Source: an optimization exercise on an open RTL-to-GDS flow (aim: small area). Production flows keep margins and buffers that such runs may drop. At most, simulation tests tie the RTL to the original design; equivalence was not proved. No functional check of the RTL was part of runs 1, 2 and 7. In every run shown here, the design's own scripts or RTL, not TritonCTS, make the clock network. No driver is modelled on the clock port, so clock power and skew are understated where the tree is cut down; a real chip needs a root buffer or a tree. Power and IR drop assume default switching activity.

==> design.v <==
`timescale 1ns / 1ps
module MultTop_seq(input wire clk, input wire reset, input wire m_enable,
                   input wire [7:0] a, input wire [7:0] b,
                   output wire [3:0] an, output wire [7:0] seg);
    reg  [3:0]  mc;
    reg         rv;       
    reg  [7:0]  ar;       
    reg  [15:0] p;        
    wire m_idle = (mc == 4'd0);
    wire m_done = (mc == 4'd9);
    wire m_first = (mc == 4'd1);
    wire [7:0] addend = ar & {8{p[0]}};
    wire [8:0] cy;
    wire [7:0] sm;
    assign cy[0] = 1'b0;
    genvar gi;
    generate for (gi = 0; gi < 8; gi = gi + 1) begin : rca
        assign sm[gi] = p[8+gi] ^ addend[gi] ^ cy[gi];
        assign cy[gi+1] = (p[8+gi] & addend[gi]) | (cy[gi] & (p[8+gi] ^ addend[gi]));
    end endgenerate
    wire [8:0] sum = {cy[8], sm};
    reg  [1:0]  ph;
    reg  [3:0]  ix;
    wire ph_a = (ph == 2'd1);
    wire ph_s = (ph == 2'd3);
    wire ix0 = (ix == 4'd0);
    wire ix15 = (ix == 4'd15);
    reg  [15:0] cp;       
    reg  [15:0] l;        
    wire c_idle = ~ph[0];
    reg         cz;       
    wire diff = cz ? (p != 16'd0) : (p != cp);
    wire cp_load = m_idle & rv & diff & (c_idle | (m_enable & ph_s & ix15));
    wire start = c_idle & rv & (m_first | diff);
    wire step = ph_s;
    wire clr = reset | (ph_s & ix0);
    wire sbit = cp[~ix] & ~reset;
    wire [15:0] li = clr ? 16'd0 : l;
    function [3:0] add3(input [3:0] d);
        add3 = {d[3] | (d[2] & (d[1] | d[0])),
                (d[3] & d[0]) | (d[2] & ~d[1] & ~d[0]),
                (d[3] & ~d[0]) | (~d[2] & d[1]) | (d[1] & d[0]),
                (d[3] & ~d[0]) | (~d[3] & ~d[2] & d[0]) | (d[2] & d[1] & ~d[0])};
    endfunction
    wire [15:0] la = {add3(li[15:12]), add3(li[11:8]), add3(li[7:4]), add3(li[3:0])};
    always @(posedge clk) begin
        if (reset) mc <= 4'd0;
        else if (m_idle) mc <= {3'd0, m_enable};
        else if (m_done) mc <= 4'd0;
        else mc <= mc + 4'd1;
    end
    always @(posedge clk) begin
        if (reset) rv <= 1'b0;
        else if (m_done) rv <= 1'b1;
        else if (m_first) rv <= 1'b0;
        else if (m_idle & m_enable) rv <= rv & diff & ph_s & ix15;
    end
    always @(posedge clk) begin
        if (m_idle) begin
            ar <= a;
            if (m_enable) p <= {8'd0, b};
        end else if (!m_done) begin
            p <= {sum, p[7:1]};
        end
    end
    always @(posedge clk) begin
        if (reset) begin
            ph <= 2'd0;
            ix <= 4'd0;
        end else begin
            if (c_idle) ph <= {1'b0, start};
            else if (ix15) ph <= {1'b1, ~ph[1]};
            if (ph[0]) ix <= ix + 4'd1;
        end
    end
    always @(posedge clk) begin
        if (cp_load) cp <= p;
        if (reset) cz <= 1'b1;
        else if (cp_load) cz <= 1'b0;
    end
    always @(posedge clk) begin
        if (step | reset) l <= {la[14:0], sbit};
    end
    reg [9:0] lo;
    reg [1:0] sel;
    reg       q;
    wire z9 = ~|lo[8:0];
    wire lend = lo[9] & z9;
    always @(posedge clk or posedge reset) begin
        if (reset) lo <= 10'd0;
        else lo <= {lo[8:0], lo[9] ^ lo[6] ^ z9};
    end
    wire sw = q | (lend & ~(&sel));
    wire [1:0] sel_n = reset ? 2'd0 : sel + {1'b0, sw};
    always @(posedge clk) begin
        sel <= sel_n;
        q <= lend & (&sel);
    end
    reg [3:0] d;
    reg [3:0] sv;
    wire capm = ph_a & ~ix0;
    wire holdm = ph[1];
    wire [1:0] idx = sel + {1'b0, sw | capm};
    reg [3:0] mx;
    always @(*) begin
        case (idx)
            2'd0: mx = l[3:0];
            2'd1: mx = l[7:4];
            2'd2: mx = l[11:8];
            default: mx = l[15:12];
        endcase
    end
    always @(posedge clk) begin
        if (capm) sv <= mx;
        if (reset) d <= 4'd0;
        else if (holdm) begin
            if (sw) d <= sv;
        end else if (sw | ~capm) d <= mx;
    end
    function [7:0] segdec(input [3:0] v);
        reg p7;
        begin
            p7 = ~v[1] & ~v[3] & (v[2] ^ v[0]);
            segdec = {p7,
                      v[2] & (v[1] ^ v[0]),
                      v[1] & ~v[2] & ~v[0],
                      p7 | (v[2] & v[1] & v[0]),
                      v[0] | (v[2] & ~v[1]),
                      ~v[3] & ((v[1] & v[0]) | (~v[2] & (v[1] | v[0]))),
                      ~v[3] & (v[2] ? (v[1] & v[0]) : ~v[1]),
                      1'b1};
        end
    endfunction
    assign seg = segdec(d);
    assign an = ~(4'd1 << sel);
endmodule
==> flow/run.sh <==
#!/bin/bash
export BUFFER_PORTS_ARGS="-buffer_cell sky130_fd_sc_hd__buf_1"
export PRE_CTS_TCL=$PWD/flow/pre_cts.tcl
export MY_NBUF=4
export MY_BUFCELL=sky130_fd_sc_hd__clkbuf_16
bash standard.sh > standard.log 2>&1
==> flow/pre_cts.tcl <==
# Clock tree by hand: the clock port drives MY_NBUF clock buffers (a power
# of two), each driving the flip-flops of one region of the placement,
# regions found by recursive bisection at the median.
set nbuf $::env(MY_NBUF)
set bufcell $::env(MY_BUFCELL)
set block [ord::get_db_block]
set db [ord::get_db]
set clk_net [$block findNet clk]
set master [$db findMaster $bufcell]
set items {}
foreach it [$clk_net getITerms] {
  set loc [[$it getInst] getLocation]
  lappend items [list [lindex $loc 0] [lindex $loc 1] $it]
}
proc bisect {items n} {
  if {$n <= 1} { return [list $items] }
  set xs [lsort -integer [lmap e $items {lindex $e 0}]]
  set ys [lsort -integer [lmap e $items {lindex $e 1}]]
  set dx [expr {[lindex $xs end] - [lindex $xs 0]}]
  set dy [expr {[lindex $ys end] - [lindex $ys 0]}]
  set idx [expr {$dx >= $dy ? 0 : 1}]
  set sorted [lsort -integer -index $idx $items]
  set half [expr {[llength $sorted] / 2}]
  set a [lrange $sorted 0 [expr {$half - 1}]]
  set b [lrange $sorted $half end]
  set m [expr {$n / 2}]
  return [concat [bisect $a $m] [bisect $b $m]]
}
set groups [bisect $items $nbuf]
set b 0
foreach grp $groups {
  set inst [odb::dbInst_create $block $master "clkbuf_man_$b"]
  set net [odb::dbNet_create $block "clknet_man_$b"]
  $net setSigType CLOCK
  set sx 0; set sy 0
  foreach e $grp {
    set it [lindex $e 2]
    $it disconnect
    $it connect $net
    set sx [expr {$sx + [lindex $e 0]}]
    set sy [expr {$sy + [lindex $e 1]}]
  }
  set cx [expr {$sx / [llength $grp]}]
  set cy [expr {$sy / [llength $grp]}]
  [$inst findITerm A] connect $clk_net
  [$inst findITerm X] connect $net
  $inst setLocation $cx $cy
  $inst setPlacementStatus PLACED
  puts "manual clock buffer $b: [llength $grp] sinks at $cx $cy"
  incr b
}
detailed_placement
# the tree is complete: make clock_tree_synthesis only propagate the clock
rename clock_tree_synthesis orig_clock_tree_synthesis
proc clock_tree_synthesis {args} {
  puts "clock tree built by hand"
  set_propagated_clock [all_clocks]
}
==> standard.sh <==
#!/bin/bash
# synth_recipe.tcl (not shown) runs the flow's synth.tcl, then flattens the netlist and writes it again
# the make line also repeats each setting of config.mk as NAME=value (left out here)
make -C /OpenROAD-flow-scripts/flow DESIGN_CONFIG=/design/flow/config.mk WORK_HOME=/design/flow/orfs CLKGATE_MAP_FILE= SYNTH_SCRIPT=/design/flow/synth_recipe.tcl "${@:-finish}"
==> config.mk <==
export PLATFORM = sky130hd
export DESIGN_NAME = MultTop_seq
export DESIGN_NICKNAME = MultTop_seq
export VERILOG_FILES = /design/flow/design.v
export SDC_FILE = /design/flow/constraint.sdc
export NUM_CORES = 4
export LEC_CHECK = 0
export CAP_MARGIN = 20
export CORE_MARGIN = 2
export CORE_UTILIZATION = 70
export PLACE_DENSITY = 0.85
export SLEW_MARGIN = 20
==> constraint.sdc <==
create_clock -name core_clock -period 10.0 [get_ports {clk}]
set_input_delay 2.0000 -clock core_clock [delete_from_list [all_inputs] [get_ports {clk}]]
set_output_delay 2.0000 -clock core_clock [all_outputs]
set_load 0.01 [all_outputs]
==> run summary, run 1 <==
Detailed Routing Iterations Pass 1 - 4
Clk pwr share - 19.5%
synth warn - 1
ant diodes - 0
post-CTS sizing - 0
Die ar. - 6760 sq um
initial core utilization - 72.3%
status - no timing/DRC/antenna violations
Post-synth EDFFs - 60
Rows - 28
Internal Pwr Total - 600 uW
most frequent cells in the layout - edfxtp_1 (60), nor2_1 (37), buf_1 (29), inv_1 (27), a21oi_1 (26)
clock latency (worst-skew pair) - 0.15 ns
area growth from synthesis to layout - 6.34%
total gr overflow - 0
GRT Util Overall - 23.8%
dpl hpwl - 5480 um
post-DR vias/cell - 5.95
RSZ-0062 raised after global routing - false
layout cells sized above 1 - 8.27%
Rel. slew slack - 31.3%
antenna violations before repair - 0
post-route ant nets - 0
Max Fanout on Critical Path - 16
first-pass GRT wire length - 12400 um
final wirelength - 7630 um
setup violators final - 0
total power - 824 uW
unique cell type count in the Yosys netlist - 45
Die Ht - 82.2 um
critical path arrival - 3.71 ns
Max Cap Viol - 0
cell area after synthesis - 4280 sq um
largest net degree at the start of global routing - 26
Die X - 82.2 um
pwr/cell area - 181 nW/um^2
Seq/Total Area, Yosys - 56.8%
post-route DRC violation count - 0
Core Box Area - 5920 sq um
Initial DRC Count - 132
Worst Tran Pin Value - 1.03 ns
Worst EP required - 9.87 ns
minimum clock period - 3.83 ns
Filler Cell Count - 412
period utilization - 38.3%
final hold viol count - 0
num ports - 31
Final Core Density - 76.9%
Final TNS setup - 0 ns
GP Congestion - 0.840
Final #Nets - 413
Hold Worst Slack - 0.395 ns
Slew Limit Fails - 0
HP Class - flip-flop to flip-flop
Post-CTS Setup Bufs - 0
clk_skew - 0.00617 ns
top_reg_cell synth - edfxtp_1
WL/cell - 17.0 um
Switching Fraction - 27.2%
Post-CTS Hold Buffers - 0
FF+latch count, synth - 89
most common cell after layout, fill and taps aside - edfxtp_1
syn avg cell area - 12.2 sq um
ys async rst share - 11.2%
Peak VDD IR - 0.000214 V
P_sw - 224 uW
Comb power frac - 19.1%
Leakage - 0.00166 uW
Vias - 2677
Post-Synthesis Cells - 351
port bufs - 29
critical path type - input port to flip-flop
Worst-path clk slew - 0.09 ns
Post-Syn Nets - 387
vias in the first global route - 2564
CP Launch Type - input port
sequential fraction of design power - 61.4%
crit end category - flip-flop
Peak Freq - 261 MHz
==> flip-flops by register name (all words and copies together) (netlist names) <==
register	count
mc	4
rv	1
d	4
ph	2
lo	10
ar	8
cp	16
q	1
p	16
sv	4
ix	4
cz	1
l	16
sel	2
==> path summary, 6_finish.rpt <==
kind                       start    end  slack, ns  cells past startpoint
setup / recovery           reset  l[13]       6.17                      4
hold / removal             lo[7]  lo[8]       0.39                      0
setup reg to reg            p[0]  p[14]       6.33                     15
hold reg to reg            lo[7]  lo[8]       0.39                      0
min in group asynchronous  reset  lo[8]       2.16                      2
max in group asynchronous  reset  lo[3]       7.50                      2
==> worst max-delay path, cell delays in order <==
cell and delay [ns]:
buf_1 0.48, inv_1 0.45, o21ai_1 0.65, nor2_1 0.12
==> power groups by stage <==
| stage | logic [uW] | clock network [uW] | registers (uW) |
|---|---|---|---|
| 6_report | 157 | 161 | 506 |
| 5_1_grt | 180 | 174 | 514 |
| 4_1_cts | 159 | 160 | 506 |
| 3_5_place_dp | 156 | 0 | 514 |
| 3_3_place_gp | 148 | 0 | 510 |
| 2_1_floorplan | 129 | 0 | 490 |
==> per-stage QoR <==
step                      std cells  area (sq um)  setup slack (ns)
final                           450          4550              6.17
after global routing            450          4550              5.92
after detailed placement        446          4450              5.99
after global placement          446          4450              6.08
after CTS                       450          4550              6.16
after floorplan                 351          4280              6.38
==> metal layers <==
metal  GRT usage [%]  vias up  part of all wire, %
li1                -     1296                    -
met1            30.3     1304                   41
met2            45.2       66                   53
met3            1.20       11                  3.8
met4            4.83        0                  1.6
met5               0        -                    0
==> cells in the mapped netlist, drive strengths merged (2+ instances only) <==
cell type	count	area (sq um)
a221oi	4	35.0
dfrtp	10	250
dfxtp	19	380
xnor2	6	60.1
nor4	6	52.6
nor2	38	143
edfxtp	60	1800
o31ai	2	15.0
nand4	4	25.0
and2	8	50.1
nor3	8	40.0
a31oi	4	25.0
inv	27	101
and3	2	12.5
fa	7	140
xor2	19	166
o21ai	15	75.1
mux2	8	90.1
ha	10	125
nor2b	6	37.5
nand2	14	52.6
nand3	4	20.0
nand2b	10	62.6
a21oi	26	130
mux4	9	206
clkbuf	9	33.8
or2	2	12.5
==> area by class of cell <==
cell class	instances	area [sq um]	share of cell area (%)
plain buffers	4	100	2.20
inverters	27	101	2.23
multi-input cells	225	1710	37.5
flip-flops and latches	89	2430	53.4
well taps	75	93.8	2.06
repair buffers	30	116	2.56
==> kinds of logic after synthesis <==
group	synth area share [%]
other	0.0876
AO/OA/AOI/OAI	8.01
AND/OR/NAND/NOR	13.1
XOR/XNOR	5.29
adder cells (fa/ha/maj)	6.20
multiplexers	7.16
flip-flops	56.8
buffers and inverters	3.33
==> run 2: changes to the inputs <==
==> flow/run.sh (replaced) <==
#!/bin/bash
export BUFFER_PORTS_ARGS="-buffer_cell sky130_fd_sc_hd__buf_1"
export PRE_CTS_TCL=$PWD/flow/pre_cts.tcl
export MY_NBUF=8
export MY_BUFCELL=sky130_fd_sc_hd__clkbuf_4

export MY_ROOT=sky130_fd_sc_hd__clkbuf_8
bash standard.sh > standard.log 2>&1
--- a/flow/pre_cts.tcl
+++ b/flow/pre_cts.tcl
@@ -27,6 +27,19 @@
   return [concat [bisect $a $m] [bisect $b $m]]
 }
 set groups [bisect $items $nbuf]
+# optional root buffer between the clock port and the leaf buffers
+set root_net $clk_net
+if {[info exists ::env(MY_ROOT)] && $::env(MY_ROOT) ne ""} {
+  set rinst [odb::dbInst_create $block [$db findMaster $::env(MY_ROOT)] "clkbuf_man_root"]
+  set root_net [odb::dbNet_create $block "clknet_man_root"]
+  $root_net setSigType CLOCK
+  [$rinst findITerm A] connect $clk_net
+  [$rinst findITerm X] connect $root_net
+  set rx 0; set ry 0
+  foreach e $items { set rx [expr {$rx + [lindex $e 0]}]; set ry [expr {$ry + [lindex $e 1]}] }
+  $rinst setLocation [expr {$rx / [llength $items]}] [expr {$ry / [llength $items]}]
+  $rinst setPlacementStatus PLACED
+}
 set b 0
 foreach grp $groups {
   set inst [odb::dbInst_create $block $master "clkbuf_man_$b"]
@@ -42,7 +55,7 @@
   }
   set cx [expr {$sx / [llength $grp]}]
   set cy [expr {$sy / [llength $grp]}]
-  [$inst findITerm A] connect $clk_net
+  [$inst findITerm A] connect $root_net
   [$inst findITerm X] connect $net
   $inst setLocation $cx $cy
   $inst setPlacementStatus PLACED
==> run summary, run 2 <==
status - no timing/DRC/antenna violations
post-route DRC violation count - 0 (unchanged)
minimum clock period - 3.62 ns (-0.216 ns)
Seq/Total Area, Yosys - 56.8% (unchanged)
WL/cell - 16.5 um (-3.0%)
Post-CTS Setup Bufs - 0 (unchanged)
sequential fraction of design power - 62.5% (+1.1 points)
Max Fanout on Critical Path - 16 (unchanged)
register area - 2430 sq um (unchanged)
area growth from synthesis to layout - 5.73%
Worst path slowest cell - o21ai_1
antenna violations before repair - 0 (unchanged)
Post-CTS Hold Buffers - 0 (unchanged)
Comb power frac - 19.2% (about the same)
Rel. slew slack - 32.0% (+0.74 points)
P_sw - 235 uW (+4.9%)
Die ar. - 6760 sq um (unchanged)
FF+latch count, synth - 89 (unchanged)
critical path arrival - 3.70 ns (about the same)
cell area after synthesis - 4280 sq um (unchanged)
HP Class - flip-flop to flip-flop
largest net degree at the start of global routing - 26 (unchanged)
initial core utilization - 72.3% (unchanged)
GP Congestion - 0.840 (unchanged)
port bufs - 29 (unchanged)
Clk pwr share - 18.3% (-1.2 points)
unique cell type count in the Yosys netlist - 45 (unchanged)
ant diodes - 0 (unchanged)
num ports - 31 (unchanged)
Vias - 2704 (+1.0%)
dpl hpwl - 5480 um (unchanged)
cells along the critical path - buf_1 > inv_1 > o21ai_1 > nor2_1
Core Box Area - 5920 sq um (unchanged)
layout cells sized above 1 - 9.47% (+1.2 points)
Peak VDD IR - 0.000145 V (-32%)
Worst Tran Pin Value - 1.02 ns (-0.0110 ns)
clk_skew - 0.0109 ns (+0.00472 ns)
first-pass GRT wire length - 12200 um (-2.2%)
Worst EP required - 10.09 ns (+0.22 ns)
Placement Cell Area - 4450 sq um (unchanged)
most common cell after layout, fill and taps aside - edfxtp_1
footprint of the multi-input gates - 1710 sq um (unchanged)
most frequent cells in the layout - edfxtp_1 (60), nor2_1 (37), buf_1 (29), inv_1 (27), a21oi_1 (26)
total gr overflow - 0 (unchanged)
Hold Worst Slack - 0.400 ns (+0.00531 ns)
vias in the first global route - 2569 (+0.20%)
setup violators final - 0 (unchanged)
Switching Fraction - 29.1% (+1.9 points)
Post-Synthesis Cells - 351 (unchanged)
CP max stage delay - 0.64 ns (about the same)
Die Ht - 82.2 um (unchanged)
Die X - 82.2 um (unchanged)
CP Launch Type - input port
syn avg cell area - 12.2 sq um (unchanged)
synth warn - 1 (unchanged)
Leakage - 0.00166 uW (-0.32%)
Worst-path clk slew - 0.11 ns (+0.02 ns)
Post-Syn Nets - 387 (unchanged)
Max Cap Viol - 0 (unchanged)
area fraction of the dominant cell type after synthesis - 42.1% (unchanged)
clock latency (worst-skew pair) - 0.36 ns (+0.21 ns)
GRT Util Overall - 23.2% (-0.61 points)
count leader, synth - edfxtp_1
post-CTS sizing - 0 (unchanged)
Detailed Routing Iterations Pass 1 - 4 (unchanged)
Rows - 28 (unchanged)
leading area contributor after synthesis - edfxtp_1
post-route cell area - 4530 sq um (-0.58%)
Top Registers - cp (16), l (16), p (16)
post-DR vias/cell - 5.94 (-0.10%)
critical path type - input port to flip-flop
Final #Nets - 418 (+1.2%)
Internal Pwr Total - 573 uW (-4.5%)
Filler Cell Count - 417 (+1.2%)
pwr/cell area - 179 nW/um^2 (-1.4%)
most frequent cells after synthesis - edfxtp_1 (60), nor2_1 (38), inv_1 (27)
RSZ-0062 raised after global routing - false
Final TNS setup - 0 ns (unchanged)
crit end category - flip-flop
Peak Freq - 276 MHz (+6.0%)
Slew Limit Fails - 0 (unchanged)
top_reg_cell synth - edfxtp_1
Initial DRC Count - 140 (+6.1%)
period utilization - 36.2% (-2.2 points)
final hold viol count - 0 (unchanged)
final wirelength - 7490 um (-1.9%)
Post-synth EDFFs - 60 (unchanged)
top area cells in the synthesized netlist - edfxtp_1 (42%), dfxtp_1 (8.9%), dfrtp_1 (5.8%)
post-route ant nets - 0 (unchanged)
ys async rst share - 11.2% (unchanged)
run 2: changes by cell type in the layout (fill, tap and decap cells not counted), sizes merged:
cell    previous run  this run
clkbuf             4         9
run 2: power by group through the flow:
stage          Clock (uW)  Combinational [uW]  Sequential (uW)
5_1_grt               165                 180              513
2_1_floorplan           0                 129              490
3_5_place_dp            0                 156              514
3_3_place_gp            0                 148              510
4_1_cts               153                 157              505
6_report              148                 155              505
run 2: critical path, delay by kind of cell:
kind,cells,cell delay [ns]
buffers and inverters,2,0.93
AOI/OAI and AO/OA,1,0.64
and+or+nand+nor,1,0.12
run 2: final timing paths:
check                            from     to  slack [ns]  depth (start not counted)
worst min-delay path            lo[7]  lo[8]        0.40                          0
max in group asynchronous       reset  lo[2]        7.70                          2
worst max register to register   p[0]  p[14]        6.40                         15
min in group asynchronous       reset  lo[9]        1.95                          2
worst min register to register  lo[7]  lo[8]        0.40                          0
worst max-delay path            reset  l[13]        6.38                          4
run 2: through the flow:
stage	util [%]	setup slack, ns	cells	total power (uW)
CTS	76.4	6.33	455	815
floorplan	-	6.38	351	619
finish	76.4	6.38	455	808
global placement	75.1	6.08	446	658
global route	76.4	6.13	455	858
detailed placement	75.2	5.99	446	670
run 2: cell families after synthesis:
group,Yosys count,share of synthesized area [%]
AO/OA/AOI/OAI,56,8.01
other,1,0.0876
flip-flops,89,56.8
AND/OR/NAND/NOR,108,13.1
multiplexers,18,7.16
buffers and inverters,37,3.33
XOR/XNOR,25,5.29
adder cells (fa/ha/maj),17,6.20
run 2: layout make-up:
cell class                      count  area share, %
Sequential cell                    89           53.7
Multi-Input combinational cell    225           37.7
Timing Repair Buffer               30           2.57
Inverter                           27           2.24
Tap cell                           75           2.07
Buffer                              9           1.63
run 2: metal layers:
metal  track usage, %  wire [um]  share of wire (%)  vias to the layer above
met2             42.3       3880                 52                       60
met1             29.8       3210                 43                     1320
met3             2.39        256                3.4                       16
met4             5.83        146                2.0                        0
li1                 -          -                  -                     1308
met5                0          0                  0                        -
==> run 3: changes to the inputs <==
--- a/design.v
+++ b/design.v
@@ -128,7 +128,7 @@
                       v[0] | (v[2] & ~v[1]),
                       ~v[3] & ((v[1] & v[0]) | (~v[2] & (v[1] | v[0]))),
                       ~v[3] & (v[2] ? (v[1] & v[0]) : ~v[1]),
-                      1'b1};
+                      ~(v[3] & (v[2] | v[1]))};
         end
     endfunction
     assign seg = segdec(d);
==> flow/run.sh (replaced) <==
#!/bin/bash
set -euo pipefail
W=$PWD
{ head -n 1 synth_recipe.tcl; cat flow/abc_override.tcl; tail -n +2 synth_recipe.tcl; } > my_synth.tcl
sed "s#SYNTH_SCRIPT=[^ ]*#SYNTH_SCRIPT=$W/my_synth.tcl#" standard.sh > my_standard.sh
grep -q "SYNTH_SCRIPT=$W/my_synth.tcl" my_standard.sh
export MY_ABC_SCRIPT=$W/flow/area.abc
export BUFFER_PORTS_ARGS="-buffer_cell sky130_fd_sc_hd__buf_1"
export PRE_CTS_TCL=$W/flow/pre_cts.tcl
export MY_NBUF=8
export MY_BUFCELL=sky130_fd_sc_hd__clkbuf_4
export MY_ROOT=sky130_fd_sc_hd__clkbuf_8
bash my_standard.sh > standard.log 2>&1
==> flow/abc_override.tcl (new file) <==
# Map the combinational logic with an area-oriented ABC script (flow/area.abc)
# instead of ORFS's speed script; the flip-flops are mapped before ABC runs
# and are not touched by it.
proc abc {args} {
  set i [lsearch -exact $args -script]
  if {$i >= 0} {
    set args [lreplace $args [expr {$i + 1}] [expr {$i + 1}] $::env(MY_ABC_SCRIPT)]
  }
  puts "abc with script $::env(MY_ABC_SCRIPT)"
  yosys abc {*}$args
}
==> flow/area.abc (new file) <==
&get -n
&st
&dch -f
&nf -R 1000 -F 8 -A 4
&put
==> run summary, run 3 <==
Worst-path clk slew - 0.11 ns (about the same)
Hold Worst Slack - 0.390 ns (-0.00945 ns)
ys async rst share - 11.2% (unchanged)
Post-CTS Setup Bufs - 0 (unchanged)
Layout Cells excl Fill - 472 (+3.7%)
Worst EP required - 10.11 ns (+0.02 ns)
Rel. slew slack - 50.2% (+18 points)
Placement Cell Area - 4340 sq um (-2.4%)
WL/cell - 15.7 um (-4.5%)
layout cells sized above 1 - 4.00% (-5.5 points)
FF+latch count, synth - 89 (unchanged)
Peak Freq - 252 MHz (-8.7%)
setup violators final - 0 (unchanged)
clock latency (worst-skew pair) - 0.37 ns (about the same)
post-route cell area - 4420 sq um (-2.4%)
count leader, synth - nor2_1
most common cell after layout, fill and taps aside - nor2_1
GP Congestion - 0.760 (-9.6%)
most frequent cells in the layout - nor2_1 (64), edfxtp_1 (60), nand2_1 (41), buf_1 (30), clkinv_1 (21)
num ports - 31 (unchanged)
synth warn - 1 (unchanged)
first-pass GRT wire length - 12200 um (+0.23%)
Post-CTS Hold Buffers - 0 (unchanged)
area fraction of the dominant cell type after synthesis - 43.6% (+1.5 points)
post-route DRC violation count - 0 (unchanged)
unique cell type count in the Yosys netlist - 34 (-24%)
Seq/Total Area, Yosys - 58.9% (+2.1 points)
critical path arrival - 4.07 ns (+0.37 ns)
Core Box Area - 5610 sq um (-5.3%)
Vias - 2772 (+2.5%)
port bufs - 30 (+3.4%)
leading area contributor after synthesis - edfxtp_1
footprint of the multi-input gates - 1620 sq um (-5.0%)
critical path's top delay family - buffers and inverters
Rows - 27 (-3.6%)
Max Fanout on Critical Path - 20 (+4)
Worst Tran Pin Value - 0.739 ns (-0.280 ns)
CP Launch Type - input port
RSZ-0062 raised after global routing - false
Max Cap Viol - 0 (unchanged)
CP max stage delay - 0.62 ns (-0.02 ns)
syn avg cell area - 11.5 sq um (-5.9%)
GRT Util Overall - 23.6% (+0.36 points)
Final TNS setup - 0 ns (unchanged)
top_reg_cell synth - edfxtp_1
Top Registers - cp (16), l (16), p (16)
antenna violations before repair - 0 (unchanged)
pwr/cell area - 162 nW/um^2 (-9.6%)
GRT Max-Usage Layer - met2
M3 GR Usage - 1.56% (-0.84 points)
Die X - 80.8 um (-1.7%)
Slew Limit Fails - 0 (unchanged)
largest net degree at the start of global routing - 25 (-3.8%)
status - no timing/DRC/antenna violations
register area - 2430 sq um (unchanged)
Leakage - 0.00159 uW (-4.4%)
worst path bufs/invs - 2 (unchanged)
cell area after synthesis - 4130 sq um (-3.5%)
Initial DRC Count - 167 (+19%)
HP Class - flip-flop to flip-flop
top area cells in the synthesized netlist - edfxtp_1 (44%), dfxtp_1 (9.2%), dfrtp_1 (6.1%)
cells along the critical path - buf_1 > clkinv_1 > o21a_1 > nand2_1 > nor2_1 > nand2_1 > o211ai_1
Worst path slowest cell - clkinv_1
Post-Syn Nets - 396 (+2.3%)
ant diodes - 0 (unchanged)
initial core utilization - 73.6% (+1.3 points)
Peak VDD IR - 0.000138 V (-5.0%)
crit end category - flip-flop
Post-Synthesis Cells - 360 (+2.6%)
total gr overflow - 0 (unchanged)
area growth from synthesis to layout - 7.00%
Final #Nets - 438 (+4.8%)
minimum clock period - 3.96 ns (+0.345 ns)
final hold viol count - 0 (unchanged)
critical path type - input port to flip-flop
Crit path top cell by count - nand2_1
clk_skew - 0.0104 ns (-0.000541 ns)
met2 Track Usage GR - 44.2% (+2.0 points)
Post-synth EDFFs - 60 (unchanged)
post-DR vias/cell - 5.87 (-1.2%)
final wirelength - 7420 um (-0.92%)
post-route ant nets - 0 (unchanged)
met1 usage - 30.7% (+0.86 points)
vias in the first global route - 2647 (+3.0%)
Filler Cell Count - 362 (-13%)
Die Ht - 80.8 um (-1.7%)
dpl hpwl - 5420 um (-1.1%)
most frequent cells after synthesis - nor2_1 (64), edfxtp_1 (60), nand2_1 (41)
Die ar. - 6530 sq um (-3.4%)
Detailed Routing Iterations Pass 1 - 4 (unchanged)
Placed Cells incl. Taps - 463 (+3.8%)
period utilization - 39.6% (+3.4 points)
post-CTS sizing - 0 (unchanged)
## run 3: worst paths after layout
check	cells after the start	startpoint	slack (ns)	end
max	7	reset	6.04	l[5]
min	0	lo[7]	0.39	lo[8]
max reg2reg	15	p[0]	6.21	p[14]
min reg2reg	0	lo[7]	0.39	lo[8]
max in group asynchronous	2	reset	7.87	lo[7]
min in group asynchronous	2	reset	1.85	lo[8]
## run 3: layer usage
layer  vias to the layer above  wire length, um
met4                         0              144
met5                         -                0
met1                      1320             3130
li1                       1359                -
met2                        81             3840
met3                        12              309
## run 3: cells by family after synthesis
kind of cell / Yosys count / synth area share, %
and+or+nand+nor: 152 / 16.3
DFF: 89 / 58.9
AOI/OAI and AO/OA: 45 / 6.94
xor gates and xnor gates: 25 / 5.30
buffers and inverters: 21 / 1.91
adders and majority gates: 17 / 6.42
muxes: 11 / 4.21
## run 3: metrics by stage
stage               setup slack (ns)  power [uW]  util [%]
detailed placement              5.68         573      77.5
floorplan                       6.34         535         -
global route                    5.82         748      78.8
global placement                5.83         561      77.5
CTS                             6.07         715      78.8
finish                          6.04         714      78.8
## run 3: area by class of cell
class,count,share of cell area (%)
Tap cell,72,2.04
Sequential cell,89,55.1
Buffer,9,1.67
Timing Repair Buffer,31,2.72
Inverter,21,1.78
Multi-Input combinational cell,250,36.7
## run 3: report_power, final
group	internal, uW	total [uW]	switching, uW
logic	37.8	98.5	60.7
clock network	46.7	149	102
registers	434	466	32.8
==> run 4: changes to the inputs <==
--- a/design.v
+++ b/design.v
@@ -7,7 +7,7 @@
     reg  [7:0]  ar;       
     reg  [15:0] p;        
     wire m_idle = (mc == 4'd0);
-    wire m_done = (mc == 4'd9);
+    wire m_done = (mc == 4'd5);
     wire m_first = (mc == 4'd1);
     wire [7:0] addend = ar & {8{p[0]}};
     wire [8:0] cy;
@@ -47,7 +47,7 @@
         if (reset) mc <= 4'd0;
         else if (m_idle) mc <= {3'd0, m_enable};
         else if (m_done) mc <= 4'd0;
-        else mc <= mc + 4'd1;
+        else mc <= {mc[2:0], mc[3] ^ mc[2] ^ ~|mc[2:0]};
     end
     always @(posedge clk) begin
         if (reset) rv <= 1'b0;
==> run summary, run 4 <==
status - no timing/DRC/antenna violations
critical path type - input port to flip-flop
Core Box Area - 5570 sq um (-0.60%)
HP Class - flip-flop to flip-flop
CP max stage delay - 0.62 ns (about the same)
top area cells in the synthesized netlist - edfxtp_1 (44%), dfxtp_1 (9.3%), dfrtp_1 (6.1%)
top_reg_cell synth - edfxtp_1
R2R Path Start - p[0]
antenna violations before repair - 0 (unchanged)
initial core utilization - 73.5% (-0.14 points)
Leakage - 0.00158 uW (about the same)
Initial DRC Count - 249 (+49%)
synth warn - 1 (unchanged)
Post-CTS Setup Bufs - 0 (unchanged)
Post-Synthesis Cells - 356 (-1.1%)
critical path arrival - 4.10 ns (+0.03 ns)
count leader, synth - nor2_1
Crit path top cell by count - nand2_1
Max Cap Viol - 0 (unchanged)
Hold Worst Slack - 0.388 ns (-0.00271 ns)
cell area after synthesis - 4100 sq um (-0.79%)
Rel. slew slack - 49.9% (-0.31 points)
dpl hpwl - 5140 um (-5.2%)
Seq/Total Area, Yosys - 59.4% (+0.47 points)
Rows - 27 (unchanged)
leading area contributor after synthesis - edfxtp_1
Max Fanout on Critical Path - 20 (unchanged)
GRT Util Overall - 22.9% (-0.65 points)
Slew Limit Fails - 0 (unchanged)
Post-synth EDFFs - 60 (unchanged)
Detailed Routing Iterations Pass 1 - 4 (unchanged)
Top Registers - cp (16), l (16), p (16)
unique cell type count in the Yosys netlist - 35 (+2.9%)
Die Ht - 80.5 um (-0.37%)
Post-Syn Nets - 391 (-1.3%)
area fraction of the dominant cell type after synthesis - 44.0% (+0.35 points)
register area - 2430 sq um (unchanged)
Placement Cell Area - 4310 sq um (-0.75%)
syn avg cell area - 11.5 sq um (+0.33%)
most frequent cells after synthesis - nor2_1 (62), edfxtp_1 (60), nand2_1 (40)
pre-CTS WS - 5.65 ns (-0.0358 ns)
Worst EP required - 10.10 ns (about the same)
post-route cell area - 4390 sq um (-0.74%)
GP Congestion - 0.801 (+5.4%)
post-route ant nets - 0 (unchanged)
period utilization - 40.0% (+0.40 points)
crit end category - flip-flop
setup violators final - 0 (unchanged)
Final #Nets - 433 (-1.1%)
most common cell after layout, fill and taps aside - nor2_1
Die X - 80.5 um (-0.37%)
WL/cell - 15.0 um (-4.8%)
FF+latch count, synth - 89 (unchanged)
Final Core Density - 78.7% (-0.11 points)
Final TNS setup - 0 ns (unchanged)
Worst Tran Pin Value - 0.744 ns (+0.00457 ns)
CP Launch Point - reset
final setup margin - 6.00 ns (-0.0405 ns)
final wirelength - 7000 um (-5.6%)
port bufs - 30 (unchanged)
post-CTS sizing - 0 (unchanged)
Worst-path clk slew - 0.11 ns (about the same)
Peak Freq - 250 MHz (-1.0%)
largest net degree at the start of global routing - 24 (-4.0%)
minimum clock period - 4.00 ns (+0.0405 ns)
Vias - 2751 (-0.76%)
Post-CTS Hold Buffers - 0 (unchanged)
cells along the critical path - buf_1 > clkinv_1 > o21a_1 > nand2_1 > nor2_1 > nand2_1 > o211ai_1
post-DR vias/cell - 5.88 (about the same)
vias in the first global route - 2625 (-0.83%)
num ports - 31 (unchanged)
area growth from synthesis to layout - 7.06% (about the same)
final hold viol count - 0 (unchanged)
first-pass GRT wire length - 11700 um (-4.4%)
layout cells sized above 1 - 4.04% (+0.040 points)
post-route DRC violation count - 0 (unchanged)
footprint of the multi-input gates - 1590 sq um (-2.0%)
RSZ-0062 raised after global routing - false
ys async rst share - 11.2% (unchanged)
Peak VDD IR - 0.000145 V (+4.7%)
ant diodes - 0 (unchanged)
total gr overflow - 0 (unchanged)
clk_skew - 0.0122 ns (+0.00185 ns)
Worst Min Path Start - lo[4]
pwr/cell area - 204 nW/um^2 (+26%)
most frequent cells in the layout - nor2_1 (62), edfxtp_1 (60), nand2_1 (40), buf_1 (30), clkinv_1 (21)
clock latency (worst-skew pair) - 0.35 ns (-0.02 ns)
Die ar. - 6480 sq um (-0.74%)
Filler Cell Count - 353 (-2.5%)
Worst path slowest cell - clkinv_1
CP Launch Type - input port
-- run 4: cell count changes after synthesis, sizes merged, moves of 2 or more --
| cell | change |
|---|---|
| nor2 | -2 |
| a311oi | +2 |
| xnor2 | -3 |
| a21oi | -2 |
| nor3 | +2 |
-- run 4: worst paths after layout --
| check | endpoint | slack [ns] | cells after the start |
|---|---|---|---|
| max | l[5] | 6.00 | 7 |
| min | lo[5] | 0.39 | 0 |
| max reg2reg | p[14] | 6.36 | 15 |
| min reg2reg | lo[5] | 0.39 | 0 |
| max in group asynchronous | lo[3] | 7.84 | 2 |
| min in group asynchronous | lo[8] | 1.90 | 2 |
-- run 4: kinds of logic (layout without fill, tap and decap cells) --
| kind of cell | after synthesis | in the layout | synth area share [%] |
|---|---|---|---|
| multiplexers | 10 | 10 | 4.00 |
| XOR/XNOR | 22 | 22 | 4.70 |
| adder cells (fa/ha/maj) | 16 | 16 | 6.17 |
| AO/OA/AOI/OAI | 44 | 44 | 6.99 |
| flip-flops | 89 | 89 | 59.4 |
| buffers and inverters | 21 | 61 | 1.92 |
| AND/OR/NAND/NOR | 154 | 154 | 16.8 |
-- run 4: worst max-delay path, delay by kind of cell --
kind,cells,cell delay [ns]
buffers and inverters,2,1.11
AO/OA/AOI/OAI,2,0.58
AND/OR/NAND/NOR,3,0.39
-- run 4: cell type report --
| class | instances | share of cell area (%) |
|---|---|---|
| well taps | 72 | 2.05 |
| repair buffers | 31 | 2.74 |
| plain buffers | 9 | 1.68 |
| inverters | 21 | 1.80 |
| flip-flops and latches | 89 | 55.5 |
| multi-input cells | 246 | 36.3 |
-- run 4: where the power goes --
group	leakage, uW	switching (uW)	internal [uW]
registers	0.000864	66.9	481
clock network	0.0000440	98.9	46.8
logic	0.000677	118	83.8
total	0.00158	284	612
-- run 4: per-layer routing --
metal	vias to the layer above	routed length, um	part of all wire (%)	global-route usage (%)
met5	-	0	0	0
met4	0	128	1.8	5.25
met3	11	256	3.7	2.02
met2	75	3540	51	42.4
met1	1305	3070	44	29.3
li1	1360	-	-	-
-- run 4: per-stage QoR --
stage / instances / power [uW]
6_report: 468 / 896
5_1_grt: 468 / 956
4_1_cts: 468 / 905
3_5_place_dp: 459 / 761
3_3_place_gp: 459 / 745
2_1_floorplan: 356 / 691
==> run 5: changes to the inputs <==
--- a/config.mk
+++ b/config.mk
@@ -5,8 +5,8 @@
 export SDC_FILE = /design/flow/constraint.sdc
 export NUM_CORES = 4
 export LEC_CHECK = 0
-export CAP_MARGIN = 20
+export CAP_MARGIN = 0
 export CORE_MARGIN = 2
 export CORE_UTILIZATION = 70
 export PLACE_DENSITY = 0.85
-export SLEW_MARGIN = 20
+export SLEW_MARGIN = 0
==> run summary, run 5 <==
Worst EP required - 10.10 ns (about the same)
total gr overflow - 0 (unchanged)
Vias - 2751 (unchanged)
GP Congestion - 0.801 (unchanged)
most frequent cells in the layout - nor2_1 (62), edfxtp_1 (60), nand2_1 (40), buf_1 (30), clkinv_1 (21)
pwr/cell area - 204 nW/um^2 (unchanged)
Detailed Routing Iterations Pass 1 - 4 (unchanged)
Placed Cells incl. Taps - 459 (unchanged)
final wirelength - 7000 um (unchanged)
Die ar. - 6480 sq um (unchanged)
dpl hpwl - 5140 um (unchanged)
R2R Path Start - p[0]
HP Class - flip-flop to flip-flop
largest net degree at the start of global routing - 24 (unchanged)
CP max stage delay - 0.62 ns (about the same)
Initial DRC Count - 249 (unchanged)
Rows - 27 (unchanged)
Post-CTS Setup Bufs - 0 (unchanged)
status - no timing/DRC/antenna violations
Worst Min Path Start - lo[4]
clock latency (worst-skew pair) - 0.35 ns (about the same)
area fraction of the dominant cell type after synthesis - 44.0% (unchanged)
Worst R2R End - p[14]
post-route DRC violation count - 0 (unchanged)
minimum clock period - 4.00 ns (unchanged)
ys async rst share - 11.2% (unchanged)
final hold viol count - 0 (unchanged)
count leader, synth - nor2_1
leading area contributor after synthesis - edfxtp_1
Placement Cell Area - 4310 sq um (unchanged)
crit end category - flip-flop
worst path bufs/invs - 2 (unchanged)
Die Ht - 80.5 um (unchanged)
most frequent cells after synthesis - nor2_1 (62), edfxtp_1 (60), nand2_1 (40)
post-route cell area - 4390 sq um (unchanged)
FF+latch count, synth - 89 (unchanged)
first-pass GRT wire length - 11700 um (unchanged)
post-DR vias/cell - 5.88 (unchanged)
vias in the first global route - 2625 (unchanged)
Worst-path clk slew - 0.11 ns (about the same)
num ports - 31 (unchanged)
CP Launch Type - input port
Filler Cell Count - 353 (unchanged)
Seq/Total Area, Yosys - 59.4% (unchanged)
cell area after synthesis - 4100 sq um (unchanged)
Peak VDD IR - 0.000145 V (unchanged)
Final TNS setup - 0 ns (unchanged)
synth warn - 1 (unchanged)
Post-Syn Nets - 391 (unchanged)
post-CTS sizing - 0 (unchanged)
RSZ-0062 raised after global routing - false
worst r2r path cells - 15 (unchanged)
setup violators final - 0 (unchanged)
WL/cell - 15.0 um (unchanged)
top area cells in the synthesized netlist - edfxtp_1 (44%), dfxtp_1 (9.3%), dfrtp_1 (6.1%)
cells along the critical path - buf_1 > clkinv_1 > o21a_1 > nand2_1 > nor2_1 > nand2_1 > o211ai_1
Top Registers - cp (16), l (16), p (16)
WHS Path Cells - 0 (unchanged)
antenna violations before repair - 0 (unchanged)
post-route ant nets - 0 (unchanged)
Slew Limit Fails - 0 (unchanged)
area growth from synthesis to layout - 7.06% (unchanged)
Post-Synthesis Cells - 356 (unchanged)
Post-CTS Hold Buffers - 0 (unchanged)
critical path type - input port to flip-flop
clk_skew - 0.0122 ns (unchanged)
initial core utilization - 73.5% (unchanged)
Core Box Area - 5570 sq um (unchanged)
critical path's top delay family - buffers and inverters
Rel. slew slack - 49.9% (unchanged)
Hold Worst Slack - 0.388 ns (unchanged)
Peak Freq - 250 MHz (unchanged)
Die X - 80.5 um (unchanged)
Worst Tran Pin Value - 0.744 ns (unchanged)
port bufs - 30 (unchanged)
Max Cap Viol - 0 (unchanged)
critical path arrival - 4.10 ns (about the same)
Max Fanout on Critical Path - 20 (unchanged)
Worst path slowest cell - clkinv_1
Leakage - 0.00158 uW (unchanged)
layout cells sized above 1 - 4.04% (unchanged)
Final Core Density - 78.7% (unchanged)
reg2reg setup slack - 6.36 ns (about the same)
Layout Cells excl Fill - 468 (unchanged)
Crit path top cell by count - nand2_1
unique cell type count in the Yosys netlist - 35 (unchanged)
ant diodes - 0 (unchanged)
syn avg cell area - 11.5 sq um (unchanged)
most common cell after layout, fill and taps aside - nor2_1
period utilization - 40.0% (unchanged)
top_reg_cell synth - edfxtp_1
GRT Util Overall - 22.9% (unchanged)
Worst Hold Endpoint - lo[5]
Post-synth EDFFs - 60 (unchanged)
Final #Nets - 433 (unchanged)
-- run 5: layer usage --
metal / track usage [%] / up-vias / share of wire [%]
met5: 0 / - / 0
met4: 5.25 / 0 / 1.8
met3: 2.02 / 11 / 3.7
met2: 42.4 / 75 / 51
met1: 29.3 / 1305 / 44
li1: - / 1360 / -
-- run 5: worst max-delay path by stage --
stage / cells past startpoint / startpoint / end / slack (ns)
6_report: 7 / reset / l[5] / 6.00
5_1_grt: 7 / reset / l[5] / 5.72
2_1_floorplan: 2 / m_enable / cp[0] / 6.34
3_5_place_dp: 7 / reset / l[5] / 5.65
4_1_cts: 7 / reset / l[1] / 6.04
3_3_place_gp: 7 / reset / l[1] / 5.73
-- run 5: worst reg2reg max path, stage by stage, from the launching register on --
cell      delay (ns)
edfxtp_1        0.57
and2_0          0.19
ha_1            0.14
clkinv_1        0.08
fa_1            0.39
fa_1            0.37
clkinv_1        0.06
fa_1            0.16
fa_1            0.16
clkinv_1        0.07
fa_1            0.36
clkinv_1        0.06
fa_1            0.16
clkinv_1        0.07
fa_1            0.49
nor2_1          0.05
-- run 5: cell families after synthesis --
| logic type | synth area share (%) |
|---|---|
| xor+xnor | 4.70 |
| buf+inv | 1.92 |
| compound gates | 6.99 |
| fa+ha+maj | 6.17 |
| mux | 4.00 |
| flops | 59.4 |
| simple gates | 16.8 |
-- run 5: final cells by class --
class	instances	area (sq um)	share of cell area, %
sequential	89	2430	55.5
timing repair buffer	31	120	2.74
multi-input combinational	246	1590	36.3
buffer	9	73.8	1.68
inverter	21	78.8	1.80
tap	72	90.1	2.05
-- run 5: power by group --
group / total, uW / leakage (uW) / switching [uW] / internal (uW)
logic: 202 / 0.000677 / 118 / 83.8
registers: 548 / 0.000864 / 66.9 / 481
clock network: 146 / 0.0000440 / 98.9 / 46.8
total: 896 / 0.00158 / 284 / 612
-- run 5: through the flow --
| stage | total power (uW) | setup WS [ns] |
|---|---|---|
| floorplan | 691 | 6.34 |
| global placement | 745 | 5.73 |
| detailed placement | 761 | 5.65 |
| CTS | 905 | 6.04 |
| global route | 956 | 5.72 |
| finish | 896 | 6.00 |
==> run 6: changes to the inputs <==
--- a/flow/run.sh
+++ b/flow/run.sh
@@ -9,5 +9,5 @@
 export PRE_CTS_TCL=$W/flow/pre_cts.tcl
 export MY_NBUF=8
 export MY_BUFCELL=sky130_fd_sc_hd__clkbuf_4
-export MY_ROOT=sky130_fd_sc_hd__clkbuf_8
+export MY_ROOT=sky130_fd_sc_hd__clkbuf_4
 bash my_standard.sh > standard.log 2>&1
==> run summary, run 6 <==
status - no timing/DRC/antenna violations
post-DR vias/cell - 5.85 (-0.44%)
antenna violations before repair - 0 (unchanged)
reg2reg setup slack - 6.37 ns (about the same)
Peak Freq - 254 MHz (+1.8%)
Max Fanout on Critical Path - 20 (unchanged)
post-CTS sizing - 0 (unchanged)
GRT Util Overall - 22.7% (-0.22 points)
Rows - 27 (unchanged)
R2R Path Start - p[0]
Seq/Total Area, Yosys - 59.4% (unchanged)
final setup margin - 6.07 ns (+0.0720 ns)
ys async rst share - 11.2% (unchanged)
vias in the first global route - 2612 (-0.50%)
Die X - 80.5 um (unchanged)
setup violators final - 0 (unchanged)
FF+latch count, synth - 89 (unchanged)
Worst-path clk slew - 0.10 ns (about the same)
Final TNS setup - 0 ns (unchanged)
pwr/cell area - 203 nW/um^2 (-0.47%)
first-pass GRT wire length - 11600 um (-0.95%)
top area cells in the synthesized netlist - edfxtp_1 (44%), dfxtp_1 (9.3%), dfrtp_1 (6.1%)
dpl hpwl - 5140 um (unchanged)
area fraction of the dominant cell type after synthesis - 44.0% (unchanged)
Worst Hold Endpoint - lo[5]
Crit path top cell by count - nand2_1
post-route ant nets - 0 (unchanged)
cells along the critical path - buf_1 > clkinv_1 > o21a_1 > nand2_1 > nor2_1 > nand2_1 > o211ai_1
WHS Path Cells - 0 (unchanged)
most frequent cells in the layout - nor2_1 (62), edfxtp_1 (60), nand2_1 (40), buf_1 (30), clkinv_1 (21)
Leakage - 0.00158 uW (-0.16%)
Post-CTS Hold Buffers - 0 (unchanged)
clock latency (worst-skew pair) - 0.41 ns (+0.06 ns)
Die ar. - 6480 sq um (unchanged)
largest net degree at the start of global routing - 24 (unchanged)
Initial DRC Count - 238 (-4.4%)
Detailed Routing Iterations Pass 1 - 4 (unchanged)
CP Launch Type - input port
layout cells sized above 1 - 4.04% (unchanged)
Worst Tran Pin Value - 0.744 ns (+0.000132 ns)
cell area after synthesis - 4100 sq um (unchanged)
total gr overflow - 0 (unchanged)
Rel. slew slack - 49.9% (about the same)
clk_skew - 0.0102 ns (-0.00201 ns)
Max Cap Viol - 0 (unchanged)
critical path type - input port to flip-flop
Post-Synthesis Cells - 356 (unchanged)
Worst EP required - 10.16 ns (+0.06 ns)
WL/cell - 14.9 um (-0.70%)
unique cell type count in the Yosys netlist - 35 (unchanged)
Worst R2R End - p[14]
port bufs - 30 (unchanged)
period utilization - 39.3% (-0.72 points)
crit end category - flip-flop
Post-synth EDFFs - 60 (unchanged)
Slew Limit Fails - 0 (unchanged)
post-route DRC violation count - 0 (unchanged)
final hold viol count - 0 (unchanged)
initial core utilization - 73.5% (unchanged)
ant diodes - 0 (unchanged)
RSZ-0062 raised after global routing - false
Vias - 2739 (-0.44%)
Post-Syn Nets - 391 (unchanged)
most common cell after layout, fill and taps aside - nor2_1
post-route cell area - 4380 sq um (-0.14%)
HP Class - flip-flop to flip-flop
Peak VDD IR - 0.000145 V (+0.13%)
Post-CTS Setup Bufs - 0 (unchanged)
GP Congestion - 0.801 (unchanged)
Worst Min Path Start - lo[4]
top_reg_cell synth - edfxtp_1
minimum clock period - 3.93 ns (-0.0720 ns)
Die Ht - 80.5 um (unchanged)
most frequent cells after synthesis - nor2_1 (62), edfxtp_1 (60), nand2_1 (40)
critical path arrival - 4.09 ns (about the same)
syn avg cell area - 11.5 sq um (unchanged)
CP max stage delay - 0.62 ns (about the same)
Top Registers - cp (16), l (16), p (16)
synth warn - 1 (unchanged)
worst r2r path cells - 15 (unchanged)
Core Box Area - 5570 sq um (unchanged)
leading area contributor after synthesis - edfxtp_1
pre-CTS WS - 5.65 ns (unchanged)
area growth from synthesis to layout - 6.90%
count leader, synth - nor2_1
num ports - 31 (unchanged)
final wirelength - 6950 um (-0.70%)
Worst path slowest cell - clkinv_1
Final Core Density - 78.6% (-0.11 points)
Placement Cell Area - 4310 sq um (unchanged)
Final #Nets - 433 (unchanged)
run 6: report_power, final:
group / internal [uW] / leakage [uW] / total, uW / switching [uW]
clock network: 42.0 / 0.0000414 / 141 / 98.9
logic: 83.7 / 0.000677 / 201 / 117
registers: 481 / 0.000864 / 548 / 67.0
total: 607 / 0.00158 / 890 / 283
run 6: how the worst max path moves through the flow:
stage	start	end	slack [ns]	cells after the start
5_1_grt	reset	l[5]	5.79	7
3_5_place_dp	reset	l[5]	5.65	7
2_1_floorplan	m_enable	cp[0]	6.34	2
4_1_cts	reset	l[1]	6.11	7
3_3_place_gp	reset	l[1]	5.73	7
6_report	reset	l[5]	6.07	7
run 6: routing by layer:
layer / up-vias / routed length, um / GRT usage (%)
met5: - / 0 / 0
met4: 0 / 141 / 4.92
met3: 11 / 215 / 1.80
met2: 61 / 3530 / 42.2
met1: 1307 / 3060 / 29.2
li1: 1360 / - / -
run 6: cells by family after synthesis:
| group | Yosys count | share of synthesized area, % |
|---|---|---|
| AO/OA/AOI/OAI | 44 | 6.99 |
| XOR/XNOR | 22 | 4.70 |
| adder cells (fa/ha/maj) | 16 | 6.17 |
| buffers and inverters | 21 | 1.92 |
| flip-flops | 89 | 59.4 |
| multiplexers | 10 | 4.00 |
| AND/OR/NAND/NOR | 154 | 16.8 |
run 6: per-stage QoR:
stage | instances | hold slack [ns] | power [uW]
finish | 468 | 0.388 | 890
global route | 468 | 0.398 | 951
CTS | 468 | 0.388 | 899
detailed placement | 459 | 0.360 | 761
global placement | 459 | 0.360 | 745
floorplan | 356 | 0.354 | 691
run 6: worst max-delay path, delay by kind of cell:
kind | cells | cell delay (ns)
AO/OA/AOI/OAI | 2 | 0.58
buffers and inverters | 2 | 1.12
AND/OR/NAND/NOR | 3 | 0.39
run 6: layout make-up:
class                           instances  area, sq um
Buffer                                  9         67.6
Fill cell                             357         1190
Inverter                               21         78.8
Multi-Input combinational cell        246         1590
Sequential cell                        89         2430
Tap cell                               72         90.1
Timing Repair Buffer                   31          120
==> run 7: changes to the inputs <==
--- a/design.v
+++ b/design.v
@@ -30,7 +30,7 @@
     wire c_idle = ~ph[0];
     reg         cz;       
     wire diff = cz ? (p != 16'd0) : (p != cp);
-    wire cp_load = m_idle & rv & diff & (c_idle | (m_enable & ph_s & ix15));
+    wire cp_load = m_idle & rv & (c_idle | (m_enable & ph_s & ix15));
     wire start = c_idle & rv & (m_first | diff);
     wire step = ph_s;
     wire clr = reset | (ph_s & ix0);
==> run summary, run 7 <==
status - no timing/DRC/antenna violations
Rel. slew slack - 48.9% (-0.97 points)
Detailed Routing Iterations Pass 1 - 5 (+1)
num ports - 31 (unchanged)
post-route DRC violation count - 0 (unchanged)
Initial DRC Count - 123 (-48%)
Worst R2R End - p[14]
port bufs - 30 (unchanged)
Core Box Area - 5570 sq um (unchanged)
final hold viol count - 0 (unchanged)
pwr/cell area - 212 nW/um^2 (+4.2%)
antenna violations before repair - 0 (unchanged)
WL/cell - 16.7 um (+12%)
CP Launch Type - input port
Layout Cells excl Fill - 451 (-3.6%)
HP Class - flip-flop to flip-flop
Placement Cell Area - 4340 sq um (+0.67%)
most common cell after layout, fill and taps aside - edfxtp_1
top area cells in the synthesized netlist - edfxtp_1 (44%), dfxtp_1 (9.2%), dfrtp_1 (6.1%)
register area - 2430 sq um (unchanged)
worst path bufs/invs - 2 (unchanged)
Rows - 27 (unchanged)
first-pass GRT wire length - 12300 um (+6.2%)
Final TNS setup - 0 ns (unchanged)
post-CTS sizing - 0 (unchanged)
Worst path slowest cell - clkinv_1
minimum clock period - 4.00 ns (+0.0728 ns)
Max Fanout on Critical Path - 20 (unchanged)
Post-CTS Hold Buffers - 0 (unchanged)
Top Registers - cp (16), l (16), p (16)
CP Launch Point - reset
Die X - 80.7 um (+0.19%)
ant diodes - 0 (unchanged)
total gr overflow - 0 (unchanged)
area fraction of the dominant cell type after synthesis - 43.8% (-0.17 points)
most frequent cells in the layout - edfxtp_1 (60), nand2_1 (37), nor2_1 (37), buf_1 (30)
Die ar. - 6500 sq um (+0.37%)
Max Cap Viol - 0 (unchanged)
Peak VDD IR - 0.000180 V (+24%)
Peak Freq - 250 MHz (-1.8%)
Filler Cell Count - 347 (-2.8%)
CP max stage delay - 0.63 ns (about the same)
cell area after synthesis - 4110 sq um (+0.40%)
Post-Synthesis Cells - 338 (-5.1%)
footprint of the multi-input gates - 1620 sq um (+1.8%)
setup violators final - 0 (unchanged)
RSZ-0062 raised after global routing - false
FF+latch count, synth - 89 (unchanged)
Post-CTS Setup Bufs - 0 (unchanged)
top_reg_cell synth - edfxtp_1
critical path arrival - 4.17 ns (+0.08 ns)
most frequent cells after synthesis - edfxtp_1 (60), nand2_1 (37), nor2_1 (37)
initial core utilization - 73.8% (+0.29 points)
cells along the critical path - buf_1 > clkinv_1 > o21a_1 > nand2_1 > nor2_1 > nand2_1 > o211ai_1
Final Core Density - 79.1% (+0.52 points)
worst setup path endpoint - l[5]
crit end category - flip-flop
synth warn - 1 (unchanged)
ys async rst share - 11.2% (unchanged)
final wirelength - 7520 um (+8.2%)
vias in the first global route - 2678 (+2.5%)
WHS Path Cells - 0 (unchanged)
Post-synth EDFFs - 60 (unchanged)
Hold Worst Slack - 0.391 ns (+0.00293 ns)
Post-Syn Nets - 373 (-4.6%)
count leader, synth - edfxtp_1
R2R Path Start - p[0]
syn avg cell area - 12.2 sq um (+5.7%)
post-DR vias/cell - 6.17 (+5.5%)
Vias - 2784 (+1.6%)
worst r2r path cells - 15 (unchanged)
clk_skew - 0.0121 ns (+0.00195 ns)
critical path type - input port to flip-flop
post-route cell area - 4410 sq um (+0.66%)
Worst path depth - 7 (unchanged)
area growth from synthesis to layout - 7.18%
Placed Cells incl. Taps - 442 (-3.7%)
Seq/Total Area, Yosys - 59.1% (-0.23 points)
GRT Util Overall - 24.2% (+1.5 points)
clock latency (worst-skew pair) - 0.43 ns (+0.02 ns)
layout cells sized above 1 - 4.75% (+0.71 points)
Worst Tran Pin Value - 0.758 ns (+0.0143 ns)
post-route ant nets - 0 (unchanged)
Final #Nets - 416 (-3.9%)
Leakage - 0.00157 uW (-0.77%)
Worst-path clk slew - 0.12 ns (+0.02 ns)
period utilization - 40.0% (+0.73 points)
dpl hpwl - 5520 um (+7.2%)
GP Congestion - 0.818 (+2.1%)
Die Ht - 80.7 um (+0.19%)
leading area contributor after synthesis - edfxtp_1
reg2reg setup slack - 6.27 ns (-0.10 ns)
largest net degree at the start of global routing - 28 (+17%)
Slew Limit Fails - 0 (unchanged)
unique cell type count in the Yosys netlist - 40 (+14%)
Crit path top cell by count - nand2_1
critical path's top delay family - buffers and inverters
Worst EP required - 10.17 ns (about the same)
[run 7: cell types whose count changed in the layout (fill, tap and decap cells not counted), sizes merged, moves of 3 or more]
cell and change:
nand2 -3, and2 -3, mux2 +8, nor2 -25
[run 7: worst min path at each step]
stage / slack, ns / to / start
after CTS: 0.40 / lo[9] / lo[8]
after floorplan: 0.35 / lo[6] / lo[5]
after detailed placement: 0.37 / lo[9] / lo[8]
after global placement: 0.36 / lo[5] / lo[4]
final: 0.39 / lo[1] / lo[0]
after global routing: 0.39 / lo[5] / lo[4]
[run 7: layout make-up]
cell class | instances | share of cell area, %
plain buffers | 9 | 1.53
repair buffers | 32 | 2.90
flip-flops and latches | 89 | 55.2
inverters | 19 | 1.62
well taps | 72 | 2.04
multi-input cells | 230 | 36.7
[run 7: report_power, final]
part           switching, uW  internal, uW
Sequential              70.0           495
Combinational            131          94.5
Clock                    101          41.9
Total                    302           631
[run 7: per-layer routing]
metal,track usage [%],share of wire [%]
met3,2.47,5.7
met1,33.3,43
met2,41.8,49
met4,6.27,2.6
met5,0,0
[run 7: per-stage QoR]
step	setup slack (ns)	total power [uW]
after floorplan	5.86	720
after global placement	5.74	779
after detailed placement	5.59	798
after CTS	6.02	938
after global routing	5.76	991
final	6.00	933
[run 7: cells by family (layout without fill, tap and decap cells)]
logic type	Yosys count	count (layout)	share of synthesized area [%]
buffers and inverters	19	60	1.73
AOI/OAI and AO/OA	44	44	7.06
adders and majority gates	16	16	6.15
DFF	89	89	59.1
xor gates and xnor gates	23	23	4.90
muxes	17	17	5.93
and+or+nand+nor	130	130	15.1
==> run 8: changes to the inputs <==
--- a/design.v
+++ b/design.v
@@ -30,7 +30,7 @@
     wire c_idle = ~ph[0];
     reg         cz;       
     wire diff = cz ? (p != 16'd0) : (p != cp);
-    wire cp_load = m_idle & rv & (c_idle | (m_enable & ph_s & ix15));
+    wire cp_load = m_idle & rv & diff & (c_idle | (m_enable & ph_s & ix15));
     wire start = c_idle & rv & (m_first | diff);
     wire step = ph_s;
     wire clr = reset | (ph_s & ix0);
--- a/config.mk
+++ b/config.mk
@@ -5,8 +5,9 @@
 export SDC_FILE = /design/flow/constraint.sdc
 export NUM_CORES = 4
 export LEC_CHECK = 0
-export CAP_MARGIN = 0
+export CAP_MARGIN = 20
 export CORE_MARGIN = 2
 export CORE_UTILIZATION = 70
+export GPL_TIMING_DRIVEN = 0
 export PLACE_DENSITY = 0.85
-export SLEW_MARGIN = 0
+export SLEW_MARGIN = 20
==> run summary, run 8 <==
layout cells sized above 1 - 4.04% (-0.71 points)
register area - 2430 sq um (unchanged)
HP Class - flip-flop to flip-flop
Worst Tran Pin Value - 0.733 ns (-0.0250 ns)
GRT Util Overall - 22.8% (-1.5 points)
Filler Cell Count - 338 (-2.6%)
most frequent cells in the layout - nor2_1 (62), edfxtp_1 (60), nand2_1 (40), buf_1 (30), clkinv_1 (21)
top_reg_cell synth - edfxtp_1
synth warn - 1 (unchanged)
Detailed Routing Iterations Pass 1 - 4 (-1)
post-DR vias/cell - 5.88 (-4.7%)
DR WL met3 - 283 um (-34%)
Initial DRC Count - 164 (+33%)
total power - 898 uW (-3.8%)
final hold viol count - 0 (unchanged)
ant diodes - 0 (unchanged)
Peak Freq - 248 MHz (-0.79%)
Slew Limit Fails - 0 (unchanged)
FF+latch count, synth - 89 (unchanged)
largest net degree at the start of global routing - 24 (-14%)
count leader, synth - nor2_1
Post-CTS Setup Bufs - 0 (unchanged)
first-pass GRT wire length - 11800 um (-4.1%)
CP Launch Type - input port
Core Box Area - 5570 sq um (unchanged)
Die Ht - 80.5 um (-0.19%)
vias in the first global route - 2683 (+0.19%)
Peak VDD IR - 0.000178 V (-1.3%)
crit end category - flip-flop
final wirelength - 6940 um (-7.7%)
Metal-1 WL - 3010 um (-7.4%)
critical path type - input port to flip-flop
status - no timing/DRC/antenna violations
setup violators final - 0 (unchanged)
Post-Syn Nets - 391 (+4.8%)
unique cell type count in the Yosys netlist - 35 (-13%)
Post-Synthesis Cells - 356 (+5.3%)
Die ar. - 6480 sq um (-0.37%)
syn avg cell area - 11.5 sq um (-5.4%)
GP Congestion - 0.782 (-4.4%)
Final #Nets - 433 (+4.1%)
post-route DRC violation count - 0 (unchanged)
pwr/cell area - 205 nW/um^2 (-3.2%)
footprint of the multi-input gates - 1590 sq um (-1.8%)
minimum clock period - 4.04 ns (+0.0318 ns)
Max Cap Viol - 0 (unchanged)
cell area after synthesis - 4100 sq um (-0.40%)
Max Fanout on Critical Path - 20 (unchanged)
pre-CTS WS - 5.43 ns (-0.158 ns)
top area cells in the synthesized netlist - edfxtp_1 (44%), dfxtp_1 (9.3%), dfrtp_1 (6.1%)
Worst EP required - 10.17 ns (about the same)
num ports - 31 (unchanged)
Seq/Total Area, Yosys - 59.4% (+0.23 points)
most common cell after layout, fill and taps aside - nor2_1
post-CTS sizing - 0 (unchanged)
Top Metal Used - met4
Final TNS setup - 0 ns (unchanged)
clock latency (worst-skew pair) - 0.43 ns (about the same)
Worst-path clk slew - 0.12 ns (about the same)
Rows - 27 (unchanged)
port bufs - 30 (unchanged)
total gr overflow - 0 (unchanged)
Rel. slew slack - 50.6% (+1.7 points)
post-route ant nets - 0 (unchanged)
Top Registers - cp (16), l (16), p (16)
WL/cell - 14.8 um (-11%)
ys async rst share - 11.2% (unchanged)
leading area contributor after synthesis - edfxtp_1
Post-CTS Hold Buffers - 0 (unchanged)
Vias - 2752 (-1.1%)
area growth from synthesis to layout - 6.99%
antenna violations before repair - 0 (unchanged)
RSZ-0062 raised after global routing - false
area fraction of the dominant cell type after synthesis - 44.0% (+0.17 points)
critical path arrival - 4.21 ns (+0.04 ns)
initial core utilization - 73.5% (-0.29 points)
final setup margin - 5.96 ns (-0.0318 ns)
most frequent cells after synthesis - nor2_1 (62), edfxtp_1 (60), nand2_1 (40)
Post-synth EDFFs - 60 (unchanged)
period utilization - 40.4% (+0.32 points)
clk_skew - 0.0165 ns (+0.00433 ns)
Die X - 80.5 um (-0.19%)
met2 routed WL - 3540 um (-3.1%)
dpl hpwl - 5030 um (-8.8%)
Leakage - 0.00158 uW (+0.83%)
-- run 8: cell count changes after synthesis, sizes merged, moves of 3 or more --
cell	before	now
nand2	37	40
and2	8	11
mux2	9	1
nor2	37	62
-- run 8: path summary, 6_finish.rpt --
path,startpoint,to,slack (ns),depth (start not counted)
worst min-delay path,lo[5],lo[6],0.38,0
max in group asynchronous,reset,lo[5],7.88,2
worst max register to register,p[0],p[14],6.25,15
worst max-delay path,reset,l[5],5.96,7
worst min register to register,lo[5],lo[6],0.38,0
min in group asynchronous,reset,lo[6],1.86,2
-- run 8: critical path: stages --
cell	delay [ns]
buf_1	0.54
clkinv_1	0.63
o21a_1	0.51
nand2_1	0.24
nor2_1	0.08
nand2_1	0.09
o211ai_1	0.12
-- run 8: cell families after synthesis --
| family | Yosys count | share of synthesized area (%) |
|---|---|---|
| AO/OA/AOI/OAI | 44 | 6.99 |
| adder cells (fa/ha/maj) | 16 | 6.17 |
| flip-flops | 89 | 59.4 |
| XOR/XNOR | 22 | 4.70 |
| buffers and inverters | 21 | 1.92 |
| multiplexers | 10 | 4.00 |
| AND/OR/NAND/NOR | 154 | 16.8 |
-- run 8: layer usage --
layer	GRT usage [%]	up-vias
li1	-	1355
met1	29.8	1310
met2	41.8	76
met3	1.80	11
met4	4.75	0
met5	0	-
-- run 8: power breakdown --
| part | total [uW] | internal, uW | leakage, uW | switching [uW] |
|---|---|---|---|---|
| registers | 550 | 481 | 0.000864 | 68.6 |
| clock network | 143 | 41.9 | 0.0000414 | 101 |
| logic | 205 | 86.1 | 0.000678 | 119 |
| total | 898 | 609 | 0.00158 | 289 |
-- run 8: final cells by class --
type	count	area share, %
Multi-Input combinational cell	246	36.3
Tap cell	72	2.06
Timing Repair Buffer	31	2.83
Buffer	9	1.54
Sequential cell	89	55.5
Inverter	21	1.80
-- run 8: per-stage QoR --
stage | instance area (sq um) | cells | utilization, % | hold slack (ns)
after floorplan | 4100 | 356 | - | 0.354
after global placement | 4300 | 458 | 77.1 | 0.359
after detailed placement | 4320 | 459 | 77.4 | 0.363
after CTS | 4380 | 468 | 78.6 | 0.381
after global routing | 4380 | 468 | 78.6 | 0.388
final | 4380 | 468 | 78.6 | 0.377

afterwards: timing with drivers on the ports:
How much do the figures lean on ideal ports? The routed layouts below were timed once more, with nothing changed but the port constraints. Step 1 sets driving cells, clkbuf_16 on the clock port and buf_2 on the other inputs (assumed; they add their load-dependent delay and slew). Step 2 adds t to the input delays and takes it off the output delays; t is the mean of the earliest and latest rising clock arrival at the registers after step 1. Input paths then give back, and output paths get back, about the clock's delay inside the block. a / b / c = ideal / step 1 / step 2; a / b = the first two.
run | shift t [ns] | setup WS [ns] | worst register clock-pin slew, ns | pins driven straight from the clock port
run 1 | 0.224 | 6.166 / 6.217 / 5.993 | 0.09 / 0.09 | 4
run 2 | 0.378 | 6.383 / 6.384 / 6.007 | 0.11 / 0.11 | 1
run 3 | 0.388 | 6.038 / 6.041 / 5.653 | 0.11 / 0.11 | 1
run 4 | 0.372 | 5.997 / 5.995 / 5.623 | 0.12 / 0.12 | 1
run 5 | 0.372 | 5.997 / 5.995 / 5.623 | 0.12 / 0.12 | 1
run 6 | 0.434 | 6.069 / 6.065 / 5.631 | 0.11 / 0.11 | 1
run 7 | 0.451 | 5.997 / 5.994 / 5.543 | 0.12 / 0.12 | 1
run 8 | 0.447 | 5.965 / 5.963 / 5.516 | 0.12 / 0.12 | 1
After both steps every run listed still meets setup and hold. For run 7, which loses most, drivers alone change the setup slack by -0.003 ns; drivers and shift together by -0.454 ns.
